Source: an optimization exercise on an open RTL-to-GDS flow (aim: small area). Production flows keep margins and buffers that such runs may drop.
At most, simulation tests tie the RTL to the original design; equivalence was not proved.
Function not checked in runs 1 and 2: the RTL went through the layout flow alone.
Power and IR drop assume default switching activity.

==> design/flow/design.v <==
module LUT (
    input      [5:0] addr,
    output reg [3:0] card
);
always @(*) begin
    case (addr)
        6'd1: card = 4'd10;
        6'd2: card = 4'd10;
        6'd3: card = 4'd8;
        6'd4: card = 4'd2;
        6'd5: card = 4'd2;
        6'd6: card = 4'd2;
        6'd7: card = 4'd7;
        6'd8: card = 4'd11;
        6'd9: card = 4'd6;
        6'd10: card = 4'd5;
        6'd11: card = 4'd1;
        6'd12: card = 4'd4;
        6'd13: card = 4'd11;
        6'd14: card = 4'd10;
        6'd15: card = 4'd11;
        6'd16: card = 4'd11;
        6'd17: card = 4'd1;
        6'd18: card = 4'd5;
        6'd19: card = 4'd11;
        6'd20: card = 4'd3;
        6'd21: card = 4'd1;
        6'd22: card = 4'd1;
        6'd23: card = 4'd1;
        6'd24: card = 4'd11;
        6'd25: card = 4'd11;
        6'd26: card = 4'd3;
        6'd27: card = 4'd4;
        6'd28: card = 4'd7;
        6'd29: card = 4'd7;
        6'd30: card = 4'd9;
        6'd31: card = 4'd11;
        6'd32: card = 4'd4;
        6'd33: card = 4'd11;
        6'd34: card = 4'd11;
        6'd35: card = 4'd1;
        6'd36: card = 4'd11;
        6'd37: card = 4'd3;
        6'd38: card = 4'd9;
        6'd39: card = 4'd5;
        6'd40: card = 4'd11;
        6'd41: card = 4'd2;
        6'd42: card = 4'd10;
        6'd43: card = 4'd11;
        6'd44: card = 4'd2;
        6'd45: card = 4'd1;
        6'd46: card = 4'd11;
        6'd47: card = 4'd1;
        6'd48: card = 4'd4;
        6'd49: card = 4'd8;
        6'd50: card = 4'd9;
        6'd51: card = 4'd7;
        6'd52: card = 4'd11;
        default: card = 4'd0;
    endcase
end
endmodule
module tenthirty(
    input clk,
    input rst_n,  
    input btn_m,  
    input btn_r,  
    output reg [7:0] seg7_sel,
    output reg [7:0] seg7,    
    output reg [7:0] seg7_l,  
    output reg [2:0] led  
);
localparam IDLE            = 3'd0;
localparam BEGINING        = 3'd4;
localparam HIT_CARD_PLAYER = 3'd2;
localparam HIT_CARD_DEALER = 3'd3;
localparam COMPARE         = 3'd6;
localparam DONE            = 3'd7;
localparam [3:0] C_POINT = 4'd0;   
localparam [3:0] C_NUM0  = 4'd10;
localparam [3:0] C_LINE  = 4'd12;
localparam [3:0] C_RST   = 4'd13;
localparam [3:0] C_D1    = 4'd1;
localparam [3:0] C_D2    = 4'd2;
function [3:0] digit_code(input [3:0] u);
    case (u)
        4'd0: digit_code = 4'd10;
        4'd1: digit_code = 4'd1;
        4'd2: digit_code = 4'd2;
        4'd3: digit_code = 4'd3;
        4'd4: digit_code = 4'd4;
        4'd5: digit_code = 4'd5;
        4'd6: digit_code = 4'd6;
        4'd7: digit_code = 4'd7;
        4'd8: digit_code = 4'd8;
        4'd9: digit_code = 4'd9;
        4'd10: digit_code = 4'd10;
        default: digit_code = 4'd0;
    endcase
endfunction
reg [5:0] cnt;
always @(posedge clk or negedge rst_n) begin
    if (!rst_n) cnt <= 6'd4;
    else        cnt <= cnt + 6'd1;
end
wire       dis_en = (cnt[2:0] == 3'b111);    
wire       rise   = (cnt == 6'd35);          
wire       fall   = (cnt == 6'd3);           
wire [2:0] j      = cnt[5:3];                
reg press_flag_1, press_flag_2;
reg pip;       
reg nflag;     
always @(posedge clk or negedge rst_n) begin
    if (!rst_n) begin
        press_flag_1 <= 1'b0;
        pip          <= 1'b0;
    end
    else if (rise) begin
        press_flag_1 <= btn_m;
        pip          <= btn_m & ~press_flag_1;
    end
end
always @(posedge clk) begin
    if (rise) begin
        nflag        <= pip;
        press_flag_2 <= btn_r;
    end
end
wire btn_r_pluse = btn_r & ~press_flag_2;
reg [2:0] state;
reg [2:0] pick_times;
reg       done;           
reg [2:0] round;
reg [5:0] pointer;
reg [5:0] player_total, dealer_total;
reg       player_pass, dealer_pass;
reg [4:0] valid;          
reg [1:0] led_code;
wire st_idle = (state == IDLE);
wire st_beg  = (state == BEGINING);
wire st_hp   = (state == HIT_CARD_PLAYER);
wire st_hd   = (state == HIT_CARD_DEALER);
wire st_cmp  = (state == COMPARE);
wire st_done = (state == DONE);
wire st_hit  = st_hp | st_hd;
wire [5:0] hand_total = st_hd ? dealer_total : player_total;
wire       hand_over  = (hand_total > 6'd21);
wire       five_cards = pick_times[2] & pick_times[0];
wire       hand_end   = five_cards | hand_over | btn_r_pluse;
reg [2:0] next_state;
always @(*) begin
    case (state)
        IDLE            : next_state = pip ? BEGINING : IDLE;
        BEGINING        : next_state = HIT_CARD_PLAYER;
        HIT_CARD_PLAYER : next_state = done ? HIT_CARD_DEALER : HIT_CARD_PLAYER;
        HIT_CARD_DEALER : next_state = done ? COMPARE : HIT_CARD_DEALER;
        COMPARE         : next_state = round[2] ? DONE : btn_r_pluse ? IDLE : COMPARE;
        DONE            : next_state = DONE;
        default         : next_state = IDLE;
    endcase
end
wire winner = dealer_pass ? 1'b1 :
              player_pass ? 1'b0 :
              (player_total > 6'd21) ? 1'b1 :
              (dealer_total > 6'd21) ? 1'b0 :
              (player_total > dealer_total) ? 1'b0 : 1'b1;
always @(posedge clk or negedge rst_n) begin
    if (!rst_n) begin
        state      <= IDLE;
        round      <= 3'd0;
        pointer    <= 6'd0;
        led_code   <= 2'd0;
    end
    else if (rise) begin
        state <= next_state;
        if (st_hd & ~done & hand_end) round <= round + 3'd1;
        pointer  <= pointer + {5'd0, pip};
        led_code <= st_cmp ? (winner ? 2'd2 : 2'd1) : st_done ? 2'd3 : 2'd0;
    end
end
always @(posedge clk) begin
    if (rise) begin
        if (st_hit) begin
            pick_times <= done ? 3'd0 : pick_times + {2'b00, pip};
            done       <= ~done & hand_end;
        end
        else begin
            pick_times <= {2'b00, st_beg};
            done       <= 1'b0;
        end
    end
end
always @(*) begin
    led[0] = (led_code == 2'd1);
    led[1] = (led_code == 2'd2);
    led[2] = (led_code == 2'd3);
end
wire [2:0] back = cnt[2] ? (pick_times + ~j) : 3'd0;
wire [5:0] addr = pointer - {3'd0, back};
wire [3:0] card;
LUT inst_LUT (.addr(addr), .card(card));
wire land = fall & nflag;                
reg [5:0] card_value;    
always @(*) begin
    case (card)
        4'd1: card_value = 6'd2;
        4'd2: card_value = 6'd4;
        4'd3: card_value = 6'd6;
        4'd4: card_value = 6'd8;
        4'd5: card_value = 6'd10;
        4'd6: card_value = 6'd12;
        4'd7: card_value = 6'd14;
        4'd8: card_value = 6'd16;
        4'd9: card_value = 6'd18;
        4'd10: card_value = 6'd20;
        4'd11: card_value = 6'd1;
        default: card_value = 6'd0;
    endcase
end
wire [5:0] add = (~land | btn_r_pluse) ? 6'd0 : card_value;
wire [5:0] hand_sum = hand_total + add;
always @(posedge clk) begin
    begin
        player_total <= st_idle ? 6'd0 : (st_beg | st_hp) ? hand_sum : player_total;
        dealer_total <= st_idle ? 6'd0 : st_hd ? hand_sum : dealer_total;
    end
end
always @(posedge clk) begin
    if (land & ~done) begin
        if (st_beg) valid[0] <= ~btn_r_pluse;
        if (st_hit) begin
            case (pick_times)
                3'd1: valid[0] <= ~btn_r_pluse;
                3'd2: valid[1] <= ~btn_r_pluse;
                3'd3: valid[2] <= ~btn_r_pluse;
                3'd4: valid[3] <= ~btn_r_pluse;
                3'd5: valid[4] <= ~btn_r_pluse;
                default: ;
            endcase
        end
    end
end
always @(posedge clk) begin
    begin
        if (st_idle) begin
            player_pass <= 1'b0;
            dealer_pass <= 1'b0;
        end
        if (st_hp && five_cards && !hand_over) player_pass <= 1'b1;
        if (st_hd && five_cards && !hand_over) dealer_pass <= 1'b1;
    end
end
function [3:0] total_code(input [5:0] t, input is_player, input [1:0] pos);
    reg [4:0] h;
    reg [3:0] u;
    begin
        h = t[5:1];
        if (is_player)
            u = (h >= 5'd20) ? h - 5'd20 : (h >= 5'd10) ? h - 5'd10 : h;
        else
            u = (h >= 5'd10) ? h - 5'd10 : h;
        case (pos)
            2'd0:    total_code = t[0] ? C_POINT : C_LINE;
            2'd1:    total_code = digit_code(u);
            default: total_code = (h > 5'd19) ? C_D2 : (is_player && h > 5'd9) ? C_D1 : C_NUM0;
        endcase
    end
endfunction
wire live      = (j == pick_times - 3'd1);
wire live_void = live & (j[2] ? nflag : done);   
wire [3:0] card_code = (valid[j] & ~live_void) ? card : C_POINT;
wire       show_cmp = st_cmp | st_done;
wire       show_hit = st_hit & ~(st_hd & (pick_times == 3'd0));
wire       t_dealer = show_cmp ? j[2] : st_hd;
wire [5:0] t_sel    = t_dealer ? dealer_total : player_total;
wire [1:0] t_pos    = (show_cmp & ~j[2]) ? j[1:0] : (j[1:0] - 2'd1);
wire [3:0] t_code   = total_code(t_sel, ~t_dealer, t_pos);
reg [3:0] code;
always @(*) begin
    if (show_hit)
        code = (j >= 3'd5) ? t_code : (j >= pick_times) ? C_LINE : card_code;
    else if (show_cmp)
        code = (j == 3'd3 || j == 3'd4) ? C_LINE : t_code;
    else
        code = (j >= 3'd6) ? C_NUM0 : C_LINE;
end
reg [3:0] seg_code_r, seg_code_l;
always @(posedge clk or negedge rst_n) begin
    if (!rst_n) begin
        seg_code_r <= C_RST;
        seg_code_l <= C_LINE;
    end
    else if (dis_en) begin
        if (!j[2]) seg_code_r <= code;
        else       seg_code_l <= code;
    end
end
function [7:0] seg_pattern(input [3:0] c);
    case (c)
        4'd0: seg_pattern = 8'h80;
        4'd1: seg_pattern = 8'h06;
        4'd2: seg_pattern = 8'h5b;
        4'd3: seg_pattern = 8'h4f;
        4'd4: seg_pattern = 8'h66;
        4'd5: seg_pattern = 8'h6d;
        4'd6: seg_pattern = 8'h7d;
        4'd7: seg_pattern = 8'h07;
        4'd8: seg_pattern = 8'h7f;
        4'd9: seg_pattern = 8'h6f;
        4'd10: seg_pattern = 8'h3f;
        4'd11: seg_pattern = 8'h80;
        4'd12: seg_pattern = 8'h01;
        4'd13: seg_pattern = 8'h01;
        default: seg_pattern = 8'h80;
    endcase
endfunction
always @(*) begin
    seg7   = seg_pattern(seg_code_r);
    seg7_l = seg_pattern(seg_code_l);
    seg7_sel = (seg_code_r == C_RST) ? 8'hff : (8'd1 << (j - 3'd1));
end
endmodule
==> design/flow/flow/run.sh <==
#!/bin/bash
# Own layout flow: the standard layout, with
#  - synthesis through flow/synth.tcl (the standard flow's synthesis script with an area
#    oriented ABC script, flow/abc.script, and no adder extraction), and
#  - sky130_fd_sc_hd__buf_1 as the port buffers.
set -euo pipefail
W=$(pwd)
export OWN_ABC_SCRIPT=$W/flow/abc.script
bash standard.sh synth "SYNTH_SCRIPT=$W/flow/synth.tcl" > $W/own_synth.log 2>&1
bash standard.sh finish "BUFFER_PORTS_ARGS=-buffer_cell sky130_fd_sc_hd__buf_1" "CTS_ARGS=-buf_list sky130_fd_sc_hd__clkbuf_8 -sink_clustering_enable -sink_clustering_size 30 -sink_clustering_max_diameter 300 -repair_clock_nets" > $W/own_layout.log 2>&1
==> design/flow/flow/abc.script <==
strash
&get -n
&deepsyn -T 60
&put
dch -f
amap
topo
==> design/flow/flow/synth.tcl <==
# The standard flow's synthesis script (synth_recipe.tcl), with the combinational logic
# mapped for area by flow/abc.script and without ORFS's adder extraction.
proc synth {args} { yosys synth -nofsm -noshare {*}$args }
proc abc {args} {
  set i [lsearch -exact $args -script]
  if {$i >= 0} { lset args [expr {$i + 1}] $::env(OWN_ABC_SCRIPT) }
  yosys abc {*}$args
}
set ::env(ADDER_MAP_FILE) ""
source $::env(SCRIPTS_DIR)/synth.tcl
# left out here: clear keep_hierarchy, flatten, clean up, hide names made inside functions, write 1_2_yosys.v
==> design/flow/standard.sh <==
#!/bin/bash
# synth_recipe.tcl (not shown) runs the flow's synth.tcl, then flattens the netlist and writes it again
# the make line also repeats each setting of config.mk as NAME=value (left out here)
make -C /OpenROAD-flow-scripts/flow DESIGN_CONFIG=/design/flow/config.mk WORK_HOME=/design/flow/orfs CLKGATE_MAP_FILE= SYNTH_SCRIPT=/design/flow/synth_recipe.tcl "${@:-finish}"
==> design/flow/config.mk <==
export PLATFORM = sky130hd
export DESIGN_NAME = tenthirty
export DESIGN_NICKNAME = tenthirty
export VERILOG_FILES = /design/flow/design.v
export SDC_FILE = /design/flow/constraint.sdc
export NUM_CORES = 4
export LEC_CHECK = 0
export ABC_AREA = 1
export CAP_MARGIN = 20
export CORE_MARGIN = 2
export CORE_UTILIZATION = 65
export CTS_BUF_LIST = sky130_fd_sc_hd__clkbuf_8
export SLEW_MARGIN = 20
==> design/flow/constraint.sdc <==
create_clock -name core_clock -period 10.0 [get_ports {clk}]
set_input_delay 2.0000 -clock core_clock [delete_from_list [all_inputs] [get_ports {clk}]]
set_output_delay 2.0000 -clock core_clock [all_outputs]
set_load 0.01 [all_outputs]
==> reports/qor.yml, run 1 <==
outcome: "finished clean"
final_hold_viol_count: 0
wl_per_cell_um: 14.4
stdcell_area_um2: 3760
wl_mm: 8.59
peakVddDrop_v: 0.0000876
yosysWarnings: 2
max-slew-margin-rel: 0.492
h-tree-depth: 2
via_per_inst: 6.14
grt_overflow_total: 0
fill_cells: 420
syn_avg_cell_area_um2: 7.12
crit_path_max_incr_delay_ps: 560
cts_resized: 0
holdBufCountCts: 0
slew_viol_final: 0
post-route-drc-count: 0
numCtsBuffers: 5
postCtsSetupBuffers: 0
min_period_ps: 7130
grt_first_pass_wirelength_mm: 14.2
clock.fmax_ghz: 0.140
dr.pass1.iters: 5
clk_latency_ps: 320
grt_use_met1: 0.377
fin_skew_ps: 12.7
diodes: 0
tns_ps: 0
timing.final.crit_share: 0.713
nNetsFinal: 528
grt_pass1_vias: 3207
finalSetupViolCount: 0
synth-edff-count: 11
rsz0062_at_grt: "false"
critical_path_class: "flip-flop to flip-flop"
slowest_stage: "a21oi_1"
grt_max_degree: 31
gp_congestion: 1.01
drive_above_1_share: 0.0324
fp.dieW_um: 76.9
ant_nets: 0
drtIter0Drc: 326
critPathArrivalTime_ps: 7350
placed_cell_area_um2: 3660
synth_fp_nets: 489
async_flop_share: 0.545
p_leak_nw: 1.38
ys_types: 36
area_growth_pct: 8.95
cp-start-kind: "flip-flop"
die_y_um: 76.9
start_util: 0.676
antenna_found_initial: 0
tightest_slew_ps: 763
hp-class: "flip-flop to flip-flop"
clkSinkCount: 55
power_density_nw_per_um2: 107
critPathCaptureType: "flip-flop"
synth_flop_cell: "dfrtp_1"
crit_start: "cnt[4]$_DFF_PN0_"
dieArea_um2: 5910
maxCapViolCount: 0
worstPathMaxFanout: 12
grt.met3_usage: 0.0447
cts-root-buf: "clkbuf_8"
clk_pin_slew_ps: 110
required_ps: 10220
track_usage: 0.294
syn_inst: 485
clock_path_buffers: 2
min_from: "round[2]$_DFFE_PN0P_"
grt_busiest_layer: "met2"
core_um2: 5110
pin_count: 31
grt_util_met2: 0.502
yosysSeqAreaShare: 0.396
cts_tree: "done"
hpwl_mm: 6.65
io_buffers: 30
vias: 3651
synth_seq_cells: 55
syn_area_um2: 3450
r2r_start: "cnt[4]$_DFF_PN0_"
cpMostUsedCell: "o21ai_0"
rows: 26
-- sequential cells by signal, summed over array words and instances, names as in the netlist, 2 cells and up --
name          count
pick_times        3
led_code          2
valid             5
round             3
player_total      6
pointer           6
seg_code_l        4
cnt               6
dealer_total      6
state             3
seg_code_r        4
-- cells in the final DEF (no fill, tap or decap), types with 2 or more instances in the layout --
master / n
nand2b_1: 3
o211ai_1: 2
nand3_1: 6
nor2b_1: 6
and3_1: 2
a32oi_1: 2
edfxtp_1: 11
o21ai_0: 50
o22ai_1: 18
o31ai_1: 5
a21oi_1: 35
dfrtp_1: 24
nand2_1: 36
inv_6: 2
o22a_1: 4
nor3_1: 14
clkbuf_8: 5
dfstp_2: 6
a22oi_1: 2
o221ai_1: 3
a31o_1: 3
o21a_1: 7
o32ai_1: 4
clkinv_1: 75
or2_0: 9
nor2_1: 114
a221oi_1: 2
buf_1: 29
dfxtp_1: 14
a31oi_1: 11
a211oi_1: 9
-- worst max-delay path, delay by kind of cell (launching register included) --
kind                   cells  cell delay, ps
AOI/OAI and AO/OA         18            4400
and+or+nand+nor           14            1530
buffers and inverters      3             600
DFF                        1             510
-- Yosys cell counts (4+ instances only) --
cell	count	area (um2)
nor2_1	114	428
clkinv_1	75	282
o21ai_0	50	250
nand2_1	36	135
a21oi_1	35	175
dfrtp_1	24	601
o22ai_1	18	113
dfxtp_1	14	280
nor3_1	14	70.1
a31oi_1	11	68.8
edfxtp_1	11	330
a211oi_1	9	67.6
or2_0	9	56.3
o21a_1	7	52.6
dfstp_2	6	158
nand3_1	6	30.0
nor2b_1	6	37.5
o31ai_1	5	37.5
o22a_1	4	35.0
o32ai_1	4	35.0
-- path summary, 6_finish.rpt --
check,end,slack [ps],depth (start not counted)
worst max-delay path,player_total[5]$_SDFFE_PN0P_,2870,35
worst min-delay path,round[2]$_DFFE_PN0P_,470,1
worst max register to register,player_total[5]$_SDFFE_PN0P_,2870,35
worst min register to register,round[2]$_DFFE_PN0P_,470,1
max in group asynchronous,cnt[4]$_DFF_PN0_,7780,1
min in group asynchronous,pointer[5]$_DFFE_PN0P_,1730,1
-- final cells by class --
cell class	instances	area, um2	share of cell area
Clock buffer	5	68.8	0.0183
Sequential cell	55	1370	0.364
Inverter	75	282	0.0748
Tap cell	70	87.6	0.0233
Multi-Input combinational cell	355	1800	0.479
Timing Repair Buffer	32	126	0.0336
Clock inverter	3	26.3	0.00698
-- layer usage --
layer,share of wire,vias up
met5,0,-
li1,-,1791
met3,0.070,30
met1,0.43,1658
met4,0.025,0
met2,0.48,172
-- kinds of logic (layout without fill, tap and decap cells) --
family,after synthesis,count (layout),share of synthesized area
AND/OR/NAND/NOR,193,193,0.234
buffers and inverters,75,115,0.0815
flip-flops,55,55,0.396
AO/OA/AOI/OAI,162,162,0.288
-- per-stage QoR --
step / hold slack (ps) / total power, W / cells / utilization / worst slack, ps
CTS: 470 / 0.000402 / 594 / 0.736 / 3070
floorplan: 432 / 0.000263 / 485 / - / 4170
global placement: 445 / 0.000274 / 586 / 0.717 / 3560
global route: 502 / 0.000415 / 595 / 0.737 / 1950
finish: 469 / 0.000402 / 595 / 0.737 / 2870
detailed placement: 454 / 0.000275 / 586 / 0.717 / 3090
-- power by group --
part / switching [W] / internal [W] / leakage, nW
combinational: 0.0000228 / 0.0000123 / 0.753
sequential: 0.00000438 / 0.000232 / 0.577
clock: 0.0000790 / 0.0000517 / 0.0491
total: 0.000106 / 0.000296 / 1.38
==> inputs of run 2 (changes only) <==
--- a/design/flow/flow/run.sh
+++ b/design/flow/flow/run.sh
@@ -9,2 +9,2 @@
 bash standard.sh synth "SYNTH_SCRIPT=$W/flow/synth.tcl" > $W/own_synth.log 2>&1
-bash standard.sh finish "BUFFER_PORTS_ARGS=-buffer_cell sky130_fd_sc_hd__buf_1" "CTS_ARGS=-buf_list sky130_fd_sc_hd__clkbuf_8 -sink_clustering_enable -sink_clustering_size 30 -sink_clustering_max_diameter 300 -repair_clock_nets" > $W/own_layout.log 2>&1
+bash standard.sh finish "BUFFER_PORTS_ARGS=-buffer_cell sky130_fd_sc_hd__buf_1" "CTS_ARGS=-buf_list sky130_fd_sc_hd__clkbuf_16 -root_buf sky130_fd_sc_hd__clkbuf_16 -repair_clock_nets" > $W/own_layout.log 2>&1
==> reports/qor.yml, run 2 <==
clock.fmax_ghz: 0.141  # was 0.140 GHz
max-slew-margin-rel: 0.214  # was 0.492
die_y_um: 76.9  # unchanged
diodes: 0  # unchanged
peakVddDrop_v: 0.0000942  # was 0.0000876 V
drtIter0Drc: 319  # was 326
p_leak_nw: 1.40  # was 1.38 nW
cts-root-buf: "clkbuf_16"  # was clkbuf_8
drive_above_1_share: 0.0305  # was 0.0324
grt_first_pass_wirelength_mm: 14.3  # was 14.2 mm
clk_latency_ps: 290  # was 320 ps
core_um2: 5110  # unchanged
yosys-top-cells-count: "114 x nor2_1, 75 x clkinv_1, 50 x o21ai_0"  # unchanged
wl_per_cell_um: 14.6  # was 14.4 um
timing.final.crit_share: 0.712  # was 0.713
area_growth_pct: 10.4  # was 8.95%
vias: 3707  # was 3,651
fin_skew_ps: 7.96  # was 12.7 ps
via_per_inst: 6.24  # was 6.14
power_density_nw_per_um2: 118  # was 107 nW/um2
ant_nets: 0  # unchanged
hpwl_mm: 6.65  # unchanged
outcome: "finished clean"  # unchanged
syn_area_um2: 3450  # unchanged
yosysWarnings: 2  # unchanged
internal_power_w: 0.000339  # was 0.000296 W
rsz0062_at_grt: "false"  # unchanged
pin_count: 31  # unchanged
critPathArrivalTime_ps: 7310  # was 7350 ps
track_usage: 0.294  # about the same
synth_fp_nets: 489  # unchanged
comb_power_share: 0.078  # was 0.087
required_ps: 10190  # was 10,220 ps
postCtsSetupBuffers: 0  # unchanged
holdBufCountCts: 0  # unchanged
hp-class: "flip-flop to flip-flop"  # unchanged
yosysSeqAreaShare: 0.396  # unchanged
crit_path_max_incr_delay_ps: 550  # was 560 ps
final_common_cell: "nor2_1"  # unchanged
cp-start-kind: "flip-flop"  # unchanged
clkSinkCount: 55  # unchanged
worstPathMaxFanout: 12  # unchanged
synth-edff-count: 11  # unchanged
syn_inst: 485  # unchanged
gp_congestion: 1.01  # unchanged
yosysTopAreaCellShare: 0.174  # unchanged
antenna_found_initial: 0  # unchanged
final_hold_viol_count: 0  # unchanged
grt_pass1_vias: 3279  # was 3,207
clk_pin_slew_ps: 80  # was 110 ps
switching_power_w: 0.000110  # was 0.000106 W
synth_area_leaders: "dfrtp_1 17%, nor2_1 12%, edfxtp_1 9.6%, clkinv_1 8.2%, dfxtp_1 8.1%"  # unchanged
dr.pass1.iters: 5  # unchanged
yosysTopAreaCell: "dfrtp_1"  # unchanged
io_buffers: 30  # unchanged
cts_resized: 0  # unchanged
most-common-layout-cells: "114 x nor2_1, 75 x clkinv_1, 50 x o21ai_0"  # unchanged
clkPwrFrac: 0.397  # was 0.325
wl_mm: 8.69  # was 8.59 mm
critical_path_class: "flip-flop to flip-flop"  # unchanged
p_seq_frac: 0.525  # was 0.587
fp.dieW_um: 76.9  # unchanged
min_period_ps: 7120  # was 7130 ps
slowest_stage: "a21oi_1"  # unchanged
grt_overflow_total: 0  # unchanged
synth.most_common_cell: "nor2_1"  # unchanged
power_w: 0.000449  # was 0.000402 W
synth_seq_cells: 55  # unchanged
start_util: 0.676  # unchanged
placed_cell_area_um2: 3660  # unchanged
slew_viol_final: 0  # unchanged
finalSetupViolCount: 0  # unchanged
stdcell_area_um2: 3810  # was 3760 um2
maxCapViolCount: 0  # unchanged
swShare: 0.246  # was 0.264
rows: 26  # unchanged
h-tree-depth: 2  # unchanged
nNetsFinal: 527  # was 528
cts_tree: "done"  # unchanged
numCtsBuffers: 5  # unchanged
syn_avg_cell_area_um2: 7.12  # unchanged
fill_cells: 407  # was 420
critPathCaptureType: "flip-flop"  # unchanged
tightest_slew_ps: 1170  # was 763 ps
ys_types: 36  # unchanged
dieArea_um2: 5910  # unchanged
tns_ps: 0  # unchanged
synth_flop_cell: "dfrtp_1"  # unchanged
async_flop_share: 0.545  # unchanged
cpMostUsedCell: "o21ai_0"  # unchanged
post-route-drc-count: 0  # unchanged
grt_max_degree: 31  # unchanged
clock_path_buffers: 2  # unchanged
==> run 2: cell counts after synthesis <==
Identical to the previous run, type by type.
==> run 2: metal layers <==
metal / routed length, um / vias up / track usage
met3: 627 / 46 / 0.0353
li1: - / 1785 / -
met4: 297 / 0 / 0.116
met1: 3650 / 1686 / 0.377
met2: 4110 / 190 / 0.508
met5: 0 / - / 0
==> run 2: logic make-up after synthesis <==
family / Yosys count / synth area share
buf+inv: 75 / 0.0815
flops: 55 / 0.396
compound gates: 162 / 0.288
simple gates: 193 / 0.234
==> run 2: cell type report <==
type | count | area [um2] | area share
Multi-Input combinational cell | 355 | 1800 | 0.473
Sequential cell | 55 | 1370 | 0.359
Inverter | 75 | 282 | 0.0738
Clock buffer | 5 | 125 | 0.0328
Timing Repair Buffer | 31 | 121 | 0.0318
Tap cell | 70 | 87.6 | 0.0230
Clock inverter | 3 | 26.3 | 0.00689
==> run 2: worst paths after layout <==
| kind | from | to | slack (ps) | cells after the start |
|---|---|---|---|---|
| min reg2reg | round[2]$_DFFE_PN0P_ | round[2]$_DFFE_PN0P_ | 460 | 1 |
| max | cnt[4]$_DFF_PN0_ | player_total[5]$_SDFFE_PN0P_ | 2880 | 35 |
| min | round[2]$_DFFE_PN0P_ | round[2]$_DFFE_PN0P_ | 460 | 1 |
| min in group asynchronous | rst_n | pointer[5]$_DFFE_PN0P_ | 1770 | 1 |
| max in group asynchronous | rst_n | cnt[4]$_DFF_PN0_ | 7730 | 1 |
| max reg2reg | cnt[4]$_DFF_PN0_ | player_total[5]$_SDFFE_PN0P_ | 2880 | 35 |
==> run 2: power groups by stage <==
| stage | registers, W | clock network (W) | logic, W |
|---|---|---|---|
| 3_5_place_dp | 0.000240 | 0 | 0.0000344 |
| 5_1_grt | 0.000236 | 0.000188 | 0.0000384 |
| 3_3_place_gp | 0.000240 | 0 | 0.0000334 |
| 6_report | 0.000236 | 0.000178 | 0.0000351 |
| 4_1_cts | 0.000236 | 0.000180 | 0.0000346 |
| 2_1_floorplan | 0.000239 | 0 | 0.0000235 |
==> run 2: critical path: cells and delay by family (launching register included) <==
| family | cells | cell delay [ps] |
|---|---|---|
| simple gates | 14 | 1510 |
| buf+inv | 3 | 600 |
| compound gates | 18 | 4420 |
| flops | 1 | 500 |
==> run 2: stage by stage <==
step / worst slack [ps] / instances / hold WS [ps] / utilization
after floorplan: 4170 / 485 / 432 / -
after global placement: 3560 / 586 / 445 / 0.717
after detailed placement: 3090 / 586 / 454 / 0.717
after CTS: 3070 / 594 / 465 / 0.747
after global routing: 1960 / 594 / 496 / 0.747
final: 2880 / 594 / 463 / 0.747
==> inputs of run 3 (changes only) <==
--- a/design/flow/design.v
+++ b/design/flow/design.v
@@ -78,2 +78,4 @@
 localparam DONE            = 3'd7;
+localparam PLAYER_DONE     = 3'd1;
+localparam DEALER_DONE     = 3'd5;
 localparam [3:0] C_POINT = 4'd0;   
@@ -131,4 +133,3 @@
 reg [2:0] pick_times;
-reg       done;           
-reg [2:0] round;
+reg [1:0] round;          
 reg [5:0] pointer;
@@ -137,7 +138,8 @@
 reg [4:0] valid;          
-reg [1:0] led_code;
+reg       was_cmp;        
 wire st_idle = (state == IDLE);
 wire st_beg  = (state == BEGINING);
-wire st_hp   = (state == HIT_CARD_PLAYER);
-wire st_hd   = (state == HIT_CARD_DEALER);
+wire done    = (state == PLAYER_DONE) | (state == DEALER_DONE);
+wire st_hp   = (state == HIT_CARD_PLAYER) | (state == PLAYER_DONE);
+wire st_hd   = (state == HIT_CARD_DEALER) | (state == DEALER_DONE);
 wire st_cmp  = (state == COMPARE);
@@ -154,7 +156,8 @@
         BEGINING        : next_state = HIT_CARD_PLAYER;
-        HIT_CARD_PLAYER : next_state = done ? HIT_CARD_DEALER : HIT_CARD_PLAYER;
-        HIT_CARD_DEALER : next_state = done ? COMPARE : HIT_CARD_DEALER;
-        COMPARE         : next_state = round[2] ? DONE : btn_r_pluse ? IDLE : COMPARE;
+        HIT_CARD_PLAYER : next_state = hand_end ? PLAYER_DONE : HIT_CARD_PLAYER;
+        PLAYER_DONE     : next_state = HIT_CARD_DEALER;
+        HIT_CARD_DEALER : next_state = hand_end ? DEALER_DONE : HIT_CARD_DEALER;
+        DEALER_DONE     : next_state = COMPARE;
+        COMPARE         : next_state = (round == 2'd0) ? DONE : btn_r_pluse ? IDLE : COMPARE;
         DONE            : next_state = DONE;
-        default         : next_state = IDLE;
     endcase
@@ -169,5 +172,5 @@
         state      <= IDLE;
-        round      <= 3'd0;
+        round      <= 2'd0;
         pointer    <= 6'd0;
-        led_code   <= 2'd0;
+        was_cmp    <= 1'b0;
     end
@@ -175,5 +178,5 @@
         state <= next_state;
-        if (st_hd & ~done & hand_end) round <= round + 3'd1;
+        if ((state == HIT_CARD_DEALER) & hand_end) round <= round + 2'd1;
         pointer  <= pointer + {5'd0, pip};
-        led_code <= st_cmp ? (winner ? 2'd2 : 2'd1) : st_done ? 2'd3 : 2'd0;
+        was_cmp  <= st_cmp;
     end
@@ -182,10 +185,6 @@
     if (rise) begin
-        if (st_hit) begin
+        if (st_hit)
             pick_times <= done ? 3'd0 : pick_times + {2'b00, pip};
-            done       <= ~done & hand_end;
-        end
-        else begin
+        else
             pick_times <= {2'b00, st_beg};
-            done       <= 1'b0;
-        end
     end
@@ -193,5 +192,5 @@
 always @(*) begin
-    led[0] = (led_code == 2'd1);
-    led[1] = (led_code == 2'd2);
-    led[2] = (led_code == 2'd3);
+    led[0] = was_cmp & ~winner;
+    led[1] = was_cmp & winner;
+    led[2] = ~was_cmp & st_done;
 end
@@ -223,4 +222,4 @@
     begin
-        player_total <= st_idle ? 6'd0 : (st_beg | st_hp) ? hand_sum : player_total;
-        dealer_total <= st_idle ? 6'd0 : st_hd ? hand_sum : dealer_total;
+        player_total <= (st_idle & rise) ? 6'd0 : (st_beg | st_hp) ? hand_sum : player_total;
+        dealer_total <= (st_idle & rise) ? 6'd0 : st_hd ? hand_sum : dealer_total;
     end
@@ -244,3 +243,3 @@
     begin
-        if (st_idle) begin
+        if (st_idle & rise) begin
             player_pass <= 1'b0;
--- a/design/flow/flow/run.sh
+++ b/design/flow/flow/run.sh
@@ -9,2 +9,2 @@
 bash standard.sh synth "SYNTH_SCRIPT=$W/flow/synth.tcl" > $W/own_synth.log 2>&1
-bash standard.sh finish "BUFFER_PORTS_ARGS=-buffer_cell sky130_fd_sc_hd__buf_1" "CTS_ARGS=-buf_list sky130_fd_sc_hd__clkbuf_16 -root_buf sky130_fd_sc_hd__clkbuf_16 -repair_clock_nets" > $W/own_layout.log 2>&1
+bash standard.sh finish "BUFFER_PORTS_ARGS=-buffer_cell sky130_fd_sc_hd__buf_1" > $W/own_layout.log 2>&1
==> reports/qor.yml, run 3 <==
ant_nets: 0  # unchanged
synth_area_leaders: "dfrtp_1 16%, nor2_1 11%, edfxtp_1 9.0%, dfxtp_1 8.4%, clkinv_1 7.4%"  # was dfrtp_1 17%, nor2_1 12%, edfxtp_1 9.6%, clkinv_1 8.2%, dfxtp_1 8.1%
cts_resized: 0  # unchanged
required_ps: 10230  # was 10,190 ps
yosysSeqAreaShare: 0.385  # was 0.396
synth-edff-count: 10  # was 11
synth_fp_nets: 472  # was 489
synth_seq_cells: 52  # was 55
pin_count: 31  # unchanged
timing.final.crit_share: 0.616  # was 0.712
yosys-top-cells-count: "95 x nor2_1, 66 x clkinv_1, 48 x nand2_1"  # was 114 x nor2_1, 75 x clkinv_1, 50 x o21ai_0
clock_path_buffers: 2  # unchanged
clkSinkCount: 52  # was 55
swShare: 0.204  # was 0.246
min_period_ps: 6160  # was 7120 ps
power_density_nw_per_um2: 99.5  # was 118 nW/um2
rsz0062_at_grt: "false"  # unchanged
critical_path_class: "flip-flop to flip-flop"  # unchanged
start_util: 0.664  # was 0.676
drtIter0Drc: 409  # was 319
clk_pin_slew_ps: 90  # was 80 ps
yosysTopAreaCell: "dfrtp_1"  # unchanged
wl_mm: 8.39  # was 8.69 mm
grt_max_degree: 29  # was 31
core_um2: 5040  # was 5110 um2
final_common_cell: "nor2_1"  # unchanged
peakVddDrop_v: 0.000105  # was 0.0000942 V
clkPwrFrac: 0.386  # was 0.397
r2r_start: "cnt[4]$_DFF_PN0_"  # unchanged
diodes: 0  # unchanged
final_hold_viol_count: 0  # unchanged
crit_start: "cnt[4]$_DFF_PN0_"  # unchanged
syn_avg_cell_area_um2: 7.15  # was 7.12 um2
gp_congestion: 1.02  # was 1.01
min_from: "dealer_pass$_SDFFE_PP1P_"  # was round[2]$_DFFE_PN0P_
tns_ps: 0  # unchanged
most-common-layout-cells: "95 x nor2_1, 66 x clkinv_1, 48 x nand2_1"  # was 114 x nor2_1, 75 x clkinv_1, 50 x o21ai_0
syn_area_um2: 3350  # was 3450 um2
syn_inst: 468  # was 485
cts_tree: "done"  # unchanged
vias: 3622  # was 3,707
critPathCaptureType: "flip-flop"  # unchanged
track_usage: 0.304  # was 0.294
antenna_found_initial: 0  # unchanged
comb_power_share: 0.025  # was 0.078
numCtsBuffers: 5  # unchanged
fin_skew_ps: 6.13  # was 7.96 ps
grt_pass1_vias: 2926  # was 3,279
post-route-drc-count: 0  # unchanged
maxCapViolCount: 0  # unchanged
finalSetupViolCount: 0  # unchanged
cp-start-kind: "flip-flop"  # unchanged
p_leak_nw: 1.40  # about the same
rows: 26  # unchanged
via_per_inst: 6.26  # was 6.24
tightest_slew_ps: 758  # was 1170 ps
hpwl_mm: 6.42  # was 6.65 mm
worstPathMaxFanout: 8  # was 12
cts-root-buf: "clkbuf_8"  # was clkbuf_16
io_buffers: 30  # unchanged
p_seq_frac: 0.590  # was 0.525
outcome: "finished clean"  # unchanged
worst_slack_ps: 3840  # was 2880 ps
yosysWarnings: 2  # unchanged
grt_first_pass_wirelength_mm: 13.2  # was 14.3 mm
dieArea_um2: 5740  # was 5910 um2
postCtsSetupBuffers: 0  # unchanged
critPathArrivalTime_ps: 6390  # was 7310 ps
clk_latency_ps: 310  # was 290 ps
wl_per_cell_um: 14.5  # was 14.6 um
slew_viol_final: 0  # unchanged
fp.dieW_um: 75.8  # was 76.9 um
async_flop_share: 0.538  # was 0.545
cpMostUsedCell: "nor2_1"  # was o21ai_0
dp_slack_ps: 4050  # was 3090 ps
hp-class: "flip-flop to flip-flop"  # unchanged
max-slew-margin-rel: 0.489  # was 0.214
holdBufCountCts: 0  # unchanged
ys_types: 35  # was 36
internal_power_w: 0.000291  # was 0.000339 W
slowest_stage: "dfrtp_1"  # was a21oi_1
area_growth_pct: 9.83  # was 10.4%
switching_power_w: 0.0000748  # was 0.000110 W
dr.pass1.iters: 5  # unchanged
die_y_um: 75.8  # was 76.9 um
synth.most_common_cell: "nor2_1"  # unchanged
clock.fmax_ghz: 0.162  # was 0.141 GHz
synth_flop_cell: "dfrtp_1"  # unchanged
nNetsFinal: 512  # was 527
crit_path_max_incr_delay_ps: 520  # was 550 ps
drive_above_1_share: 0.0295  # was 0.0305
h-tree-depth: 2  # unchanged
grt_overflow_total: 0  # unchanged
yosysTopAreaCellShare: 0.164  # was 0.174
run 3: changes by cell type after synthesis, moves of 5 or more:
cell | previous run | this run
a22oi_1 | 2 | 7
nand2_1 | 36 | 48
o22ai_1 | 18 | 24
clkinv_1 | 75 | 66
o21ai_0 | 50 | 42
nor2_1 | 114 | 95
run 3: power by group through the flow:
stage               Combinational (W)  Clock, W  Sequential [W]
detailed placement         0.00000896         0        0.000220
global route                0.0000105  0.000151        0.000216
floorplan                  0.00000496         0        0.000220
global placement           0.00000886         0        0.000220
finish                     0.00000897  0.000141        0.000216
CTS                        0.00000903  0.000143        0.000216
run 3: critical path: cells and delay by family, from the launching register on:
family                 cells  cell delay, ps
AO/OA/AOI/OAI             12            2420
buffers and inverters      5             880
flip-flops                 1             520
AND/OR/NAND/NOR           17            2220
run 3: cell type report:
| class | count | area [um2] |
|---|---|---|
| multi-input cells | 350 | 1810 |
| fillers | 396 | 1370 |
| flip-flops and latches | 52 | 1290 |
| inverters | 66 | 248 |
| repair buffers | 33 | 135 |
| well taps | 70 | 87.6 |
| clock buffers | 5 | 68.8 |
| clock inverters | 3 | 37.5 |
run 3: stage by stage:
step / instances / cell area, um2 / power, W / utilization / hold WS (ps)
after global routing: 579 / 3680 / 0.000378 / 0.729 / 488
after detailed placement: 571 / 3570 / 0.000229 / 0.708 / 459
after floorplan: 468 / 3350 / 0.000225 / - / 431
after global placement: 571 / 3570 / 0.000229 / 0.708 / 444
after CTS: 579 / 3680 / 0.000368 / 0.729 / 476
final: 579 / 3680 / 0.000366 / 0.729 / 474
run 3: cell families after synthesis:
| kind of cell | after synthesis | share of synthesized area |
|---|---|---|
| AND/OR/NAND/NOR | 185 | 0.231 |
| flip-flops | 52 | 0.385 |
| buffers and inverters | 66 | 0.0740 |
| AO/OA/AOI/OAI | 165 | 0.310 |
run 3: worst paths after layout:
kind                                                     end  slack (ps)  depth (start not counted)
worst max-delay path            player_total[5]$_SDFFE_PP0P_        3840                         34
worst min-delay path                dealer_pass$_SDFFE_PP1P_         470                          2
worst max register to register  player_total[5]$_SDFFE_PP0P_        3840                         34
worst min register to register      dealer_pass$_SDFFE_PP1P_         470                          2
max in group asynchronous                   cnt[2]$_DFF_PN1_        8010                          2
min in group asynchronous                   cnt[1]$_DFF_PN0_        1690                          2
run 3: layer usage:
metal  share of wire  up-vias  routed length [um]  GRT usage
met4           0.028        0                 232      0.107
met3           0.082       38                 690     0.0688
met5               0        -                   0          0
li1                -     1767                   -          -
met2            0.45      193                3790      0.476
met1            0.44     1624                3680      0.414
==> inputs of run 4 (changes only) <==
--- a/design/flow/config.mk
+++ b/design/flow/config.mk
@@ -8,3 +8,3 @@
 export ABC_AREA = 1
-export CAP_MARGIN = 20
+export CAP_MARGIN = 0
 export CORE_MARGIN = 2
@@ -12,2 +12,2 @@
 export CTS_BUF_LIST = sky130_fd_sc_hd__clkbuf_8
-export SLEW_MARGIN = 20
+export SLEW_MARGIN = 0
==> reports/qor.yml, run 4 <==
pin_count: 31  # unchanged
path_delay_family: "compound AO/OA/AOI/OAI gates"  # unchanged
finalSetupViolCount: 0  # unchanged
timing.final.crit_share: 0.616  # unchanged
cts-root-buf: "clkbuf_8"  # unchanged
synth_area_leaders: "dfrtp_1 16%, nor2_1 11%, edfxtp_1 9.0%, dfxtp_1 8.4%, clkinv_1 7.4%"  # unchanged
synth-edff-count: 10  # unchanged
critPathArrivalTime_ps: 6390  # about the same
vias: 3622  # unchanged
cpMostUsedCell: "nor2_1"  # unchanged
cts_resized: 0  # unchanged
crit_start: "cnt[4]$_DFF_PN0_"  # unchanged
fin_skew_ps: 6.13  # unchanged
yosys-top-cells-count: "95 x nor2_1, 66 x clkinv_1, 48 x nand2_1"  # unchanged
outcome: "finished clean"  # unchanged
clock_path_buffers: 2  # unchanged
postCtsSetupBuffers: 0  # unchanged
die_y_um: 75.8  # unchanged
async_flop_share: 0.538  # unchanged
yosysTopAreaCell: "dfrtp_1"  # unchanged
gp_congestion: 1.02  # unchanged
core_um2: 5040  # unchanged
critPathCaptureType: "flip-flop"  # unchanged
yosysSeqAreaShare: 0.385  # unchanged
yosysWarnings: 2  # unchanged
fill_cells: 396  # unchanged
io_buffers: 30  # unchanged
min_from: "dealer_pass$_SDFFE_PP1P_"  # unchanged
drtIter0Drc: 409  # unchanged
required_ps: 10230  # about the same
wl_per_cell_um: 14.5  # unchanged
start_util: 0.664  # unchanged
rsz0062_at_grt: "false"  # unchanged
grt_max_degree: 29  # unchanged
syn_area_um2: 3350  # unchanged
via_per_inst: 6.26  # unchanged
crit_path_max_incr_delay_ps: 520  # about the same
slowest_stage: "dfrtp_1"  # unchanged
holdBufCountCts: 0  # unchanged
area_growth_pct: 9.83  # unchanged
synth_xor_area_frac: 0  # unchanged
synth_fp_nets: 472  # unchanged
critical_path_class: "flip-flop to flip-flop"  # unchanged
tns_ps: 0  # unchanged
grt_first_pass_wirelength_mm: 13.2  # unchanged
synth_flop_cell: "dfrtp_1"  # unchanged
synth.most_common_cell: "nor2_1"  # unchanged
hpwl_mm: 6.42  # unchanged
ant_nets: 0  # unchanged
dieArea_um2: 5740  # unchanged
power_density_nw_per_um2: 99.5  # unchanged
worstSetupPathDepth: 34  # unchanged
most-common-layout-cells: "95 x nor2_1, 66 x clkinv_1, 48 x nand2_1"  # unchanged
dr.pass1.iters: 5  # unchanged
track_usage: 0.304  # unchanged
syn_inst: 468  # unchanged
power_w: 0.000366  # unchanged
synthAdderAreaFrac: 0  # unchanged
cp-start-kind: "flip-flop"  # unchanged
antenna_found_initial: 0  # unchanged
hold_depth: 2  # unchanged
r2r_cells: 34  # unchanged
tightest_slew_ps: 758  # unchanged
clock.fmax_ghz: 0.162  # unchanged
min_period_ps: 6160  # unchanged
fp.dieW_um: 75.8  # unchanged
synth_seq_cells: 52  # unchanged
wl_mm: 8.39  # unchanged
maxCapViolCount: 0  # unchanged
hp-class: "flip-flop to flip-flop"  # unchanged
drive_above_1_share: 0.0295  # unchanged
cts_tree: "done"  # unchanged
slew_viol_final: 0  # unchanged
syn_avg_cell_area_um2: 7.15  # unchanged
peakVddDrop_v: 0.000105  # unchanged
synth-simple-area-share: 0.231  # unchanged
grt_pass1_vias: 2926  # unchanged
yosysTopAreaCellShare: 0.164  # unchanged
synth_compound_area_frac: 0.310  # unchanged
clkSinkCount: 52  # unchanged
max-slew-margin-rel: 0.489  # unchanged
clk_pin_slew_ps: 90  # about the same
final_hold_viol_count: 0  # unchanged
post-route-drc-count: 0  # unchanged
crit_buf_inv: 5  # unchanged
ys_types: 35  # unchanged
grt_overflow_total: 0  # unchanged
p_leak_nw: 1.40  # unchanged
diodes: 0  # unchanged
rows: 26  # unchanged
worstPathMaxFanout: 8  # unchanged
numCtsBuffers: 5  # unchanged
clk_latency_ps: 310  # about the same
synth_top_family_by_area: "compound AO/OA/AOI/OAI gates"  # unchanged
final_common_cell: "nor2_1"  # unchanged
nNetsFinal: 512  # unchanged
r2r_start: "cnt[4]$_DFF_PN0_"  # unchanged
h-tree-depth: 2  # unchanged
synthMuxAreaShare: 0  # unchanged
[run 4: kinds of logic after synthesis]
logic type / after synthesis
AND/OR/NAND/NOR: 185
AO/OA/AOI/OAI: 165
buffers and inverters: 66
flip-flops: 52
[run 4: per-stage QoR]
| stage | hold slack (ps) | cells | util | worst slack [ps] | cell area (um2) |
|---|---|---|---|---|---|
| 6_report | 474 | 579 | 0.729 | 3840 | 3680 |
| 5_1_grt | 488 | 579 | 0.729 | 3180 | 3680 |
| 4_1_cts | 476 | 579 | 0.729 | 3990 | 3680 |
| 3_5_place_dp | 459 | 571 | 0.708 | 4050 | 3570 |
| 3_3_place_gp | 444 | 571 | 0.708 | 4050 | 3570 |
| 2_1_floorplan | 431 | 468 | - | 4910 | 3350 |
[run 4: tightest hold or removal path, stage by stage, from the launching register on]
cell and delay, ps:
dfxtp_1 310, clkinv_1 40, o22ai_1 70
[run 4: power by group]
| part | switching, W | internal [W] | total [W] |
|---|---|---|---|
| clock | 0.0000682 | 0.0000729 | 0.000141 |
| combinational | 0.00000585 | 0.00000312 | 0.00000897 |
| sequential | 0.000000730 | 0.000215 | 0.000216 |
[run 4: layout make-up]
cell class	instances	area, um2	share of cell area
multi-input cells	350	1810	0.493
flip-flops and latches	52	1290	0.350
inverters	66	248	0.0674
repair buffers	33	135	0.0367
well taps	70	87.6	0.0238
clock buffers	5	68.8	0.0187
clock inverters	3	37.5	0.0102
[run 4: worst paths after layout]
kind	endpoint	slack, ps
setup / recovery	player_total[5]$_SDFFE_PP0P_	3840
max in group asynchronous	cnt[2]$_DFF_PN1_	8010
min in group asynchronous	cnt[1]$_DFF_PN0_	1690
hold / removal	dealer_pass$_SDFFE_PP1P_	470
setup reg to reg	player_total[5]$_SDFFE_PP0P_	3840
hold reg to reg	dealer_pass$_SDFFE_PP1P_	470
[run 4: routing by layer]
metal | global-route usage | vias up | routed length (um)
met5 | 0 | - | 0
met4 | 0.107 | 0 | 232
li1 | - | 1767 | -
met1 | 0.414 | 1624 | 3680
met3 | 0.0688 | 38 | 690
met2 | 0.476 | 193 | 3790
==> inputs of run 5 (changes only) <==
--- a/design/flow/flow/run.sh
+++ b/design/flow/flow/run.sh
@@ -9,2 +9,2 @@
 bash standard.sh synth "SYNTH_SCRIPT=$W/flow/synth.tcl" > $W/own_synth.log 2>&1
-bash standard.sh finish "BUFFER_PORTS_ARGS=-buffer_cell sky130_fd_sc_hd__buf_1" > $W/own_layout.log 2>&1
+bash standard.sh finish "BUFFER_PORTS_ARGS=-buffer_cell sky130_fd_sc_hd__buf_1" "CTS_ARGS=-sink_clustering_enable -repair_clock_nets -buf_list sky130_fd_sc_hd__clkbuf_8 -dont_use_dummy_load" > $W/own_layout.log 2>&1
==> reports/qor.yml, run 5 <==
worstPathMaxFanout: 8  # unchanged
dieArea_um2: 5740  # unchanged
yosysWarnings: 2  # unchanged
ys_types: 35  # unchanged
io_buffers: 30  # unchanged
via_per_inst: 6.27  # was 6.26
yosysTopAreaCellShare: 0.164  # unchanged
grt_max_degree: 29  # unchanged
grt_pass1_vias: 2925  # was 2,926
diodes: 0  # unchanged
async_flop_share: 0.538  # unchanged
required_ps: 10220  # was 10,230 ps
cts_tree: "done"  # unchanged
max-slew-margin-rel: 0.482  # was 0.489
nNetsFinal: 512  # unchanged
p_seq_frac: 0.649  # was 0.590
die_y_um: 75.8  # unchanged
clkSinkCount: 52  # unchanged
min_period_ps: 6090  # was 6160 ps
ff_latch_area_um2: 1290  # unchanged
slew_viol_final: 0  # unchanged
dr.pass1.iters: 6  # was 5
holdBufCountCts: 0  # unchanged
most-common-layout-cells: "95 x nor2_1, 66 x clkinv_1, 48 x nand2_1"  # unchanged
swShare: 0.208  # was 0.204
hpwl_mm: 6.42  # unchanged
crit_path_max_incr_delay_ps: 570  # was 520 ps
drtIter0Drc: 379  # was 409
area_growth_pct: 8.71  # was 9.83%
synth_flop_cell: "dfrtp_1"  # unchanged
h-tree-depth: 2  # unchanged
p_leak_nw: 1.37  # was 1.40 nW
hp-class: "flip-flop to flip-flop"  # unchanged
finalSetupViolCount: 0  # unchanged
rsz0062_at_grt: "false"  # unchanged
drt-met1-wl_mm: 3.63  # was 3.68 mm
postCtsSetupBuffers: 0  # unchanged
wl_mm: 8.35  # was 8.39 mm
peakVddDrop_v: 0.000103  # was 0.000105 V
gp_congestion: 1.02  # unchanged
grt_overflow_total: 0  # unchanged
cts-root-buf: "clkbuf_8"  # unchanged
internal_power_w: 0.000264  # was 0.000291 W
wl_per_cell_um: 14.5  # about the same
synth.most_common_cell: "nor2_1"  # unchanged
vias: 3613  # was 3,622
tightest_slew_ps: 769  # was 758 ps
rows: 26  # unchanged
fin_skew_ps: 9.70  # was 6.13 ps
final_hold_viol_count: 0  # unchanged
start_util: 0.664  # unchanged
antenna_found_initial: 0  # unchanged
syn_inst: 468  # unchanged
final_core_util: 0.722  # was 0.729
outcome: "finished clean"  # unchanged
critPathArrivalTime_ps: 6310  # was 6390 ps
multi_input_area_um2: 1810  # unchanged
critical_path_class: "flip-flop to flip-flop"  # unchanged
maxCapViolCount: 0  # unchanged
pin_count: 31  # unchanged
grt_first_pass_wirelength_mm: 13.2  # about the same
top_layer: "met4"  # unchanged
yosysTopAreaCell: "dfrtp_1"  # unchanged
fill_cells: 403  # was 396
wl_met2_mm: 3.82  # was 3.79 mm
synth-edff-count: 10  # unchanged
timing.final.crit_share: 0.609  # was 0.616
clk_pin_slew_ps: 90  # about the same
final_common_cell: "nor2_1"  # unchanged
clock_path_buffers: 2  # unchanged
yosysSeqAreaShare: 0.385  # unchanged
clkPwrFrac: 0.324  # was 0.386
synth_fp_nets: 472  # unchanged
numCtsBuffers: 5  # unchanged
power_density_nw_per_um2: 91.4  # was 99.5 nW/um2
met3WireLength_um: 710  # was 690 um
synth_area_leaders: "dfrtp_1 16%, nor2_1 11%, edfxtp_1 9.0%, dfxtp_1 8.4%, clkinv_1 7.4%"  # unchanged
syn_area_um2: 3350  # unchanged
track_usage: 0.302  # was 0.304
cp-start-kind: "flip-flop"  # unchanged
ant_nets: 0  # unchanged
fp.dieW_um: 75.8  # unchanged
switching_power_w: 0.0000692  # was 0.0000748 W
critPathCaptureType: "flip-flop"  # unchanged
clock.fmax_ghz: 0.164  # was 0.162 GHz
clk_latency_ps: 300  # was 310 ps
yosys-top-cells-count: "95 x nor2_1, 66 x clkinv_1, 48 x nand2_1"  # unchanged
synth_seq_cells: 52  # unchanged
comb_power_share: 0.027  # was 0.025
syn_avg_cell_area_um2: 7.15  # unchanged
tns_ps: 0  # unchanged
post-route-drc-count: 0  # unchanged
slowest_stage: "o21ai_0"  # was dfrtp_1
core_um2: 5040  # unchanged
drive_above_1_share: 0.0277  # was 0.0295
cts_resized: 0  # unchanged
run 5: cell counts after synthesis:
No cell type changed its count.
run 5: through the flow:
step	hold slack [ps]	power [W]	setup WS [ps]	cell area [um2]	std cells
after floorplan	431	0.000225	4910	3350	468
after global placement	444	0.000229	4050	3570	571
after detailed placement	459	0.000229	4050	3570	571
after CTS	476	0.000335	4000	3640	576
after global routing	488	0.000345	3190	3640	576
final	470	0.000333	3910	3640	576
run 5: worst max-delay path, delay by kind of cell, from the launching register on:
kind	cells	cell delay, ps
buffers and inverters	5	940
AO/OA/AOI/OAI	13	2540
flip-flops	1	500
AND/OR/NAND/NOR	14	2020
run 5: power by group through the flow:
stage | Sequential (W) | Combinational (W) | Clock [W]
floorplan | 0.000220 | 0.00000496 | 0
global placement | 0.000220 | 0.00000886 | 0
detailed placement | 0.000220 | 0.00000896 | 0
CTS | 0.000216 | 0.00000907 | 0.000110
global route | 0.000216 | 0.0000105 | 0.000118
finish | 0.000216 | 0.00000895 | 0.000108
run 5: cell families (layout without fill, tap and decap cells):
| group | after synthesis | in the layout | synth area share |
|---|---|---|---|
| DFF | 52 | 52 | 0.385 |
| and+or+nand+nor | 185 | 185 | 0.231 |
| buffers and inverters | 66 | 104 | 0.0740 |
| AOI/OAI and AO/OA | 165 | 165 | 0.310 |
run 5: cell type report:
cell class | count | area share
Tap cell | 70 | 0.0241
Clock buffer | 5 | 0.0189
Timing Repair Buffer | 33 | 0.0371
Multi-Input combinational cell | 350 | 0.498
Inverter | 66 | 0.0681
Sequential cell | 52 | 0.354
run 5: metal layers:
layer / up-vias / GRT usage
met5: - / 0
met3: 26 / 0.0648
li1: 1759 / -
met2: 200 / 0.483
met4: 0 / 0.0897
met1: 1628 / 0.413
run 5: final timing paths:
| path | start | end | slack (ps) | cells after the start |
|---|---|---|---|---|
| setup / recovery | cnt[4]$_DFF_PN0_ | player_total[5]$_SDFFE_PP0P_ | 3910 | 32 |
| hold / removal | dealer_pass$_SDFFE_PP1P_ | dealer_pass$_SDFFE_PP1P_ | 470 | 2 |
| setup reg to reg | cnt[4]$_DFF_PN0_ | player_total[5]$_SDFFE_PP0P_ | 3910 | 32 |
| hold reg to reg | dealer_pass$_SDFFE_PP1P_ | dealer_pass$_SDFFE_PP1P_ | 470 | 2 |
| max in group asynchronous | rst_n | cnt[2]$_DFF_PN1_ | 7990 | 2 |
| min in group asynchronous | rst_n | cnt[1]$_DFF_PN0_ | 1700 | 2 |
==> inputs of run 6 (changes only) <==
--- a/design/flow/config.mk
+++ b/design/flow/config.mk
@@ -12,2 +12,3 @@
 export CTS_BUF_LIST = sky130_fd_sc_hd__clkbuf_8
+export GPL_TIMING_DRIVEN = 0
 export SLEW_MARGIN = 0
==> reports/qor.yml, run 6 <==
ant_nets: 0  # unchanged
wl_mm: 8.10  # was 8.35 mm
tns_ps: 0  # unchanged
cts_tree: "done"  # unchanged
power_density_nw_per_um2: 91.7  # was 91.4 nW/um2
maxCapViolCount: 0  # unchanged
h-tree-depth: 2  # unchanged
critPathArrivalTime_ps: 6620  # was 6310 ps
syn_inst: 468  # unchanged
drive_above_1_share: 0.0239  # was 0.0277
core_um2: 5040  # unchanged
gp_congestion: 0.969  # was 1.02
ys_types: 35  # unchanged
via_per_inst: 6.05  # was 6.27
hpwl_mm: 6.33  # was 6.42 mm
clock_path_buffers: 2  # unchanged
grt_pass1_vias: 2877  # was 2,925
postCtsSetupBuffers: 0  # unchanged
timing.final.crit_share: 0.640  # was 0.609
clkSinkCount: 52  # unchanged
path_delay_family: "compound AO/OA/AOI/OAI gates"  # unchanged
crit_buf_inv: 5  # unchanged
outcome: "finished clean"  # unchanged
dr.pass1.iters: 5  # was 6
rsz0062_at_grt: "false"  # unchanged
synth_fp_nets: 472  # unchanged
yosys-top-cells-count: "95 x nor2_1, 66 x clkinv_1, 48 x nand2_1"  # unchanged
slew_viol_final: 0  # unchanged
tightest_slew_ps: 1050  # was 769 ps
numCtsBuffers: 5  # unchanged
antenna_found_initial: 0  # unchanged
syn_area_um2: 3350  # unchanged
track_usage: 0.294  # was 0.302
most-common-layout-cells: "95 x nor2_1, 66 x clkinv_1, 48 x nand2_1"  # unchanged
worstPathMaxFanout: 8  # unchanged
required_ps: 10220  # about the same
yosysSeqAreaShare: 0.385  # unchanged
yosysTopAreaCell: "dfrtp_1"  # unchanged
critical_path_class: "flip-flop to flip-flop"  # unchanged
drtIter0Drc: 268  # was 379
min_period_ps: 6400  # was 6090 ps
synth_area_leaders: "dfrtp_1 16%, nor2_1 11%, edfxtp_1 9.0%, dfxtp_1 8.4%, clkinv_1 7.4%"  # unchanged
async_flop_share: 0.538  # unchanged
yosysWarnings: 2  # unchanged
syn_avg_cell_area_um2: 7.15  # unchanged
final_hold_viol_count: 0  # unchanged
fp.dieW_um: 75.8  # unchanged
slowest_stage: "o21ai_0"  # unchanged
clk_latency_ps: 300  # about the same
die_y_um: 75.8  # unchanged
cts_resized: 0  # unchanged
crit_path_max_incr_delay_ps: 630  # was 570 ps
start_util: 0.664  # unchanged
pin_count: 31  # unchanged
synth_seq_cells: 52  # unchanged
grt_overflow_total: 0  # unchanged
cp-start-kind: "flip-flop"  # unchanged
max-slew-margin-rel: 0.290  # was 0.482
wl_per_cell_um: 14.1  # was 14.5 um
io_buffers: 30  # unchanged
synth-edff-count: 10  # unchanged
p_leak_nw: 1.36  # was 1.37 nW
critPathCaptureType: "flip-flop"  # unchanged
finalSetupViolCount: 0  # unchanged
final_core_util: 0.718  # was 0.722
fin_skew_ps: 14.7  # was 9.70 ps
grt_first_pass_wirelength_mm: 13.0  # was 13.2 mm
synth_flop_cell: "dfrtp_1"  # unchanged
rows: 26  # unchanged
diodes: 0  # unchanged
vias: 3467  # was 3,613
peakVddDrop_v: 0.0000975  # was 0.000103 V
hp-class: "flip-flop to flip-flop"  # unchanged
nNetsFinal: 509  # was 512
synth.most_common_cell: "nor2_1"  # unchanged
dieArea_um2: 5740  # unchanged
grt_max_degree: 29  # unchanged
holdBufCountCts: 0  # unchanged
cts-root-buf: "clkbuf_8"  # unchanged
clock.fmax_ghz: 0.156  # was 0.164 GHz
yosysTopAreaCellShare: 0.164  # unchanged
area_growth_pct: 8.07  # was 8.71%
clk_pin_slew_ps: 90  # about the same
post-route-drc-count: 0  # unchanged
final_common_cell: "nor2_1"  # unchanged
==> run 6: cell count changes in the layout (fill, tap and decap cells not counted) <==
cell,before,now
buf_4,3,0
o21ai_0,42,41
buf_2,0,1
o21ai_1,0,1
buf_1,30,29
==> run 6: metrics by stage <==
step | hold slack [ps] | cells | setup WS [ps] | total power, W | cell area (um2)
2_1_floorplan | 431 | 468 | 4910 | 0.000225 | 3350
3_3_place_gp | 439 | 568 | 4010 | 0.000229 | 3550
3_5_place_dp | 453 | 568 | 3830 | 0.000229 | 3550
4_1_cts | 464 | 573 | 3770 | 0.000333 | 3620
5_1_grt | 485 | 573 | 2850 | 0.000343 | 3620
6_report | 467 | 573 | 3600 | 0.000332 | 3620
==> run 6: layer usage <==
metal | share of wire | GRT usage
met1 | 0.45 | 0.406
met4 | 0.012 | 0.0663
met2 | 0.47 | 0.489
met3 | 0.066 | 0.0463
met5 | 0 | 0
==> run 6: final timing paths <==
path	from	to	slack (ps)	cells after the start
max in group asynchronous	rst_n	seg_code_l[0]$_DFFE_PN0P_	7880	1
min in group asynchronous	rst_n	pointer[5]$_DFFE_PN0N_	1700	1
min reg2reg	press_flag_1$_DFFE_PN0N_	pip$_DFFE_PN0N_	470	1
min	press_flag_1$_DFFE_PN0N_	pip$_DFFE_PN0N_	470	1
max	cnt[4]$_DFF_PN0_	dealer_total[5]$_SDFFE_PP0N_	3600	32
max reg2reg	cnt[4]$_DFF_PN0_	dealer_total[5]$_SDFFE_PP0N_	3600	32
==> run 6: cells by family (layout without fill, tap and decap cells) <==
kind of cell,after synthesis,count (layout),synth area share
AOI/OAI and AO/OA,165,165,0.310
DFF,52,52,0.385
buffers and inverters,66,101,0.0740
and+or+nand+nor,185,185,0.231
==> run 6: area by class of cell <==
cell class              count  area, um2
multi-input cells         350       1810
fillers                   440       1420
flip-flops and latches     52       1290
inverters                  66        248
repair buffers             30        114
well taps                  70       87.6
clock buffers               5       68.8
==> run 6: power by group <==
group	switching, W	internal, W	total [W]
sequential	0.000000644	0.000215	0.000216
clock	0.0000620	0.0000453	0.000107
combinational	0.00000575	0.00000291	0.00000866
total	0.0000684	0.000263	0.000332
==> inputs of run 7 (changes only) <==
--- a/design/flow/design.v
+++ b/design/flow/design.v
@@ -269,3 +269,4 @@
 wire live_void = live & (j[2] ? nflag : done);   
-wire [3:0] card_code = (valid[j] & ~live_void) ? card : C_POINT;
+wire [7:0] valid_j   = {3'b000, valid};    
+wire [3:0] card_code = (valid_j[j] & ~live_void) ? card : C_POINT;
 wire       show_cmp = st_cmp | st_done;
==> reports/qor.yml, run 7 <==
clock.fmax_ghz: 0.151  # was 0.156 GHz
dp.cells: 555  # was 568
vias: 3522  # was 3,467
power_density_nw_per_um2: 96.7  # was 91.7 nW/um2
critPathArrivalTime_ps: 6810  # was 6620 ps
grt_overflow_total: 0  # unchanged
yosys-top-cells-count: "102 x nor2_1, 77 x clkinv_1, 42 x o21ai_0"  # was 95 x nor2_1, 66 x clkinv_1, 48 x nand2_1
cts_tree: "done"  # unchanged
clock_path_buffers: 2  # unchanged
clk_pin_slew_ps: 100  # was 90 ps
ant_nets: 0  # unchanged
outcome: "finished clean"  # unchanged
final_hold_viol_count: 0  # unchanged
critPathCaptureType: "flip-flop"  # unchanged
syn_avg_cell_area_um2: 7.22  # was 7.15 um2
r2r-end: "player_total[5]$_SDFFE_PP0P_"  # was dealer_total[5]$_SDFFE_PP0N_
peakVddDrop_v: 0.000111  # was 0.0000975 V
wl_per_cell_um: 15.0  # was 14.1 um
start_util: 0.686  # was 0.664
yosysWarnings: 2  # unchanged
rsz0062_at_grt: "false"  # unchanged
worstPathMaxFanout: 7  # was 8
diodes: 0  # unchanged
most-common-layout-cells: "102 x nor2_1, 77 x clkinv_1, 42 x o21ai_0"  # was 95 x nor2_1, 66 x clkinv_1, 48 x nand2_1
internal_power_w: 0.000268  # was 0.000263 W
synth_fp_nets: 462  # was 472
post-route-drc-count: 0  # unchanged
holdBufCountCts: 0  # unchanged
min_from: "cnt[0]$_DFF_PN0_"  # was press_flag_1$_DFFE_PN0N_
swShare: 0.224  # was 0.206
tns_ps: 0  # unchanged
antenna_found_initial: 0  # unchanged
fp.dieW_um: 75.3  # was 75.8 um
p_seq_frac: 0.634  # was 0.650
syn_inst: 458  # was 468
max-slew-margin-rel: 0.390  # was 0.290
comb_power_share: 0.054  # was 0.026
required_ps: 10200  # was 10,220 ps
p_leak_nw: 1.28  # was 1.36 nW
die_y_um: 75.3  # was 75.8 um
yosysTopAreaCellShare: 0.167  # was 0.164
r2r_start: "pick_times[0]$_DFFE_PN_"  # was cnt[4]$_DFF_PN0_
pin_count: 31  # unchanged
core_um2: 4820  # was 5040 um2
wl_mm: 8.41  # was 8.10 mm
switching_power_w: 0.0000774  # was 0.0000684 W
track_usage: 0.310  # was 0.294
slew_viol_final: 0  # unchanged
postCtsSetupBuffers: 0  # unchanged
final_common_cell: "nor2_1"  # unchanged
dieArea_um2: 5670  # was 5740 um2
drive_above_1_share: 0.0264  # was 0.0239
stdcell_count: 560  # was 573
nNetsFinal: 499  # was 509
maxCapViolCount: 0  # unchanged
grt_pass1_vias: 3139  # was 2,877
dr.pass1.iters: 5  # unchanged
min_to: "cnt[0]$_DFF_PN0_"  # was pip$_DFFE_PN0N_
cts_resized: 0  # unchanged
grt_first_pass_wirelength_mm: 13.8  # was 13.0 mm
h-tree-depth: 2  # unchanged
rows: 25  # was 26
cp-start-kind: "flip-flop"  # unchanged
synth-edff-count: 10  # unchanged
numCtsBuffers: 5  # unchanged
via_per_inst: 6.29  # was 6.05
yosysTopAreaCell: "dfrtp_1"  # unchanged
finalSetupViolCount: 0  # unchanged
synth_seq_cells: 52  # unchanged
clkPwrFrac: 0.313  # was 0.323
r2r_cells: 30  # was 32
## run 7: cell count changes in the layout (fill, tap and decap cells not counted), moves of 5 or more
cell | before | now
o22ai_1 | 24 | 19
o32ai_1 | 2 | 15
or3_1 | 5 | 0
a22oi_1 | 7 | 1
clkinv_1 | 66 | 77
or2_0 | 7 | 2
o21a_1 | 11 | 5
nand2_1 | 48 | 31
a211oi_1 | 9 | 2
nor2_1 | 95 | 102
a31oi_1 | 9 | 4
a221oi_1 | 2 | 7
## run 7: per-stage QoR
step,worst slack (ps),hold WS [ps],utilization
2_1_floorplan,4830,420,-
3_3_place_gp,3650,439,0.727
3_5_place_dp,3620,453,0.727
4_1_cts,3510,471,0.742
5_1_grt,2550,495,0.743
6_report,3390,477,0.743
## run 7: worst max path at each step
stage	from	endpoint	slack (ps)	cells after the start
floorplan	cnt[4]$_DFF_PN0_	player_total[4]$_SDFFE_PP0P_	4830	33
global placement	pick_times[0]$_DFFE_PN_	player_total[5]$_SDFFE_PP0P_	3650	30
detailed placement	pick_times[0]$_DFFE_PN_	player_total[5]$_SDFFE_PP0P_	3620	30
CTS	pick_times[0]$_DFFE_PN_	player_total[5]$_SDFFE_PP0P_	3510	30
global route	cnt[4]$_DFF_PN0_	player_total[5]$_SDFFE_PP0P_	2550	32
finish	pick_times[0]$_DFFE_PN_	player_total[5]$_SDFFE_PP0P_	3390	30
## run 7: power groups by stage
stage | Sequential, W | Clock [W] | Combinational, W
6_report | 0.000219 | 0.000108 | 0.0000186
5_1_grt | 0.000219 | 0.000116 | 0.0000206
4_1_cts | 0.000219 | 0.000110 | 0.0000180
3_5_place_dp | 0.000223 | 0 | 0.0000178
3_3_place_gp | 0.000223 | 0 | 0.0000175
2_1_floorplan | 0.000223 | 0 | 0.0000123
## run 7: kinds of logic after synthesis
family / synth area share
buf+inv: 0.0874
simple gates: 0.215
flops: 0.390
compound gates: 0.307
## run 7: cell type report
class / count / area (um2) / share of cell area
Multi-Input combinational cell: 329 / 1730 / 0.484
Sequential cell: 52 / 1290 / 0.360
Inverter: 77 / 289 / 0.0808
Timing Repair Buffer: 30 / 114 / 0.0318
Tap cell: 67 / 83.8 / 0.0234
Clock buffer: 5 / 68.8 / 0.0192
## run 7: worst max-delay path, delay by kind of cell (launching register included)
kind            cells  cell delay (ps)
buf+inv             3              620
compound gates     14             3380
simple gates       13             1950
flops               1              510
## run 7: per-layer routing
metal	track usage	share of wire	up-vias
met5	0	0	-
met4	0.0936	0.022	0
met3	0.0516	0.076	28
met2	0.525	0.48	186
met1	0.412	0.43	1605
li1	-	-	1703

static timing again, ports no longer ideal:
Ports are ideal in the flow. The routed layouts listed here were re-timed in OpenROAD.
Step 1: set_driving_cell puts a clkbuf_16 on clk and a buf_2 on each other input, an assumption about the parent block.
Step 2 also shifts input and output timing later by t, the mid clock arrival at the registers, as if the neighbouring blocks saw the same clock.
Three values: no drivers, after step 1, after step 2; two values: the first two.
run	t (ns)	setup slack, ns
run 1	0.344	2.866 / 2.866 / 2.866
run 2	0.323	2.883 / 2.883 / 2.883
run 3	0.338	3.841 / 3.841 / 3.841
run 4	0.338	3.841 / 3.841 / 3.841
run 5	0.324	3.912 / 3.912 / 3.912
run 6	0.323	3.602 / 3.602 / 3.602
run 7	0.327	3.392 / 3.392 / 3.392
After both steps every run listed still meets setup and hold.
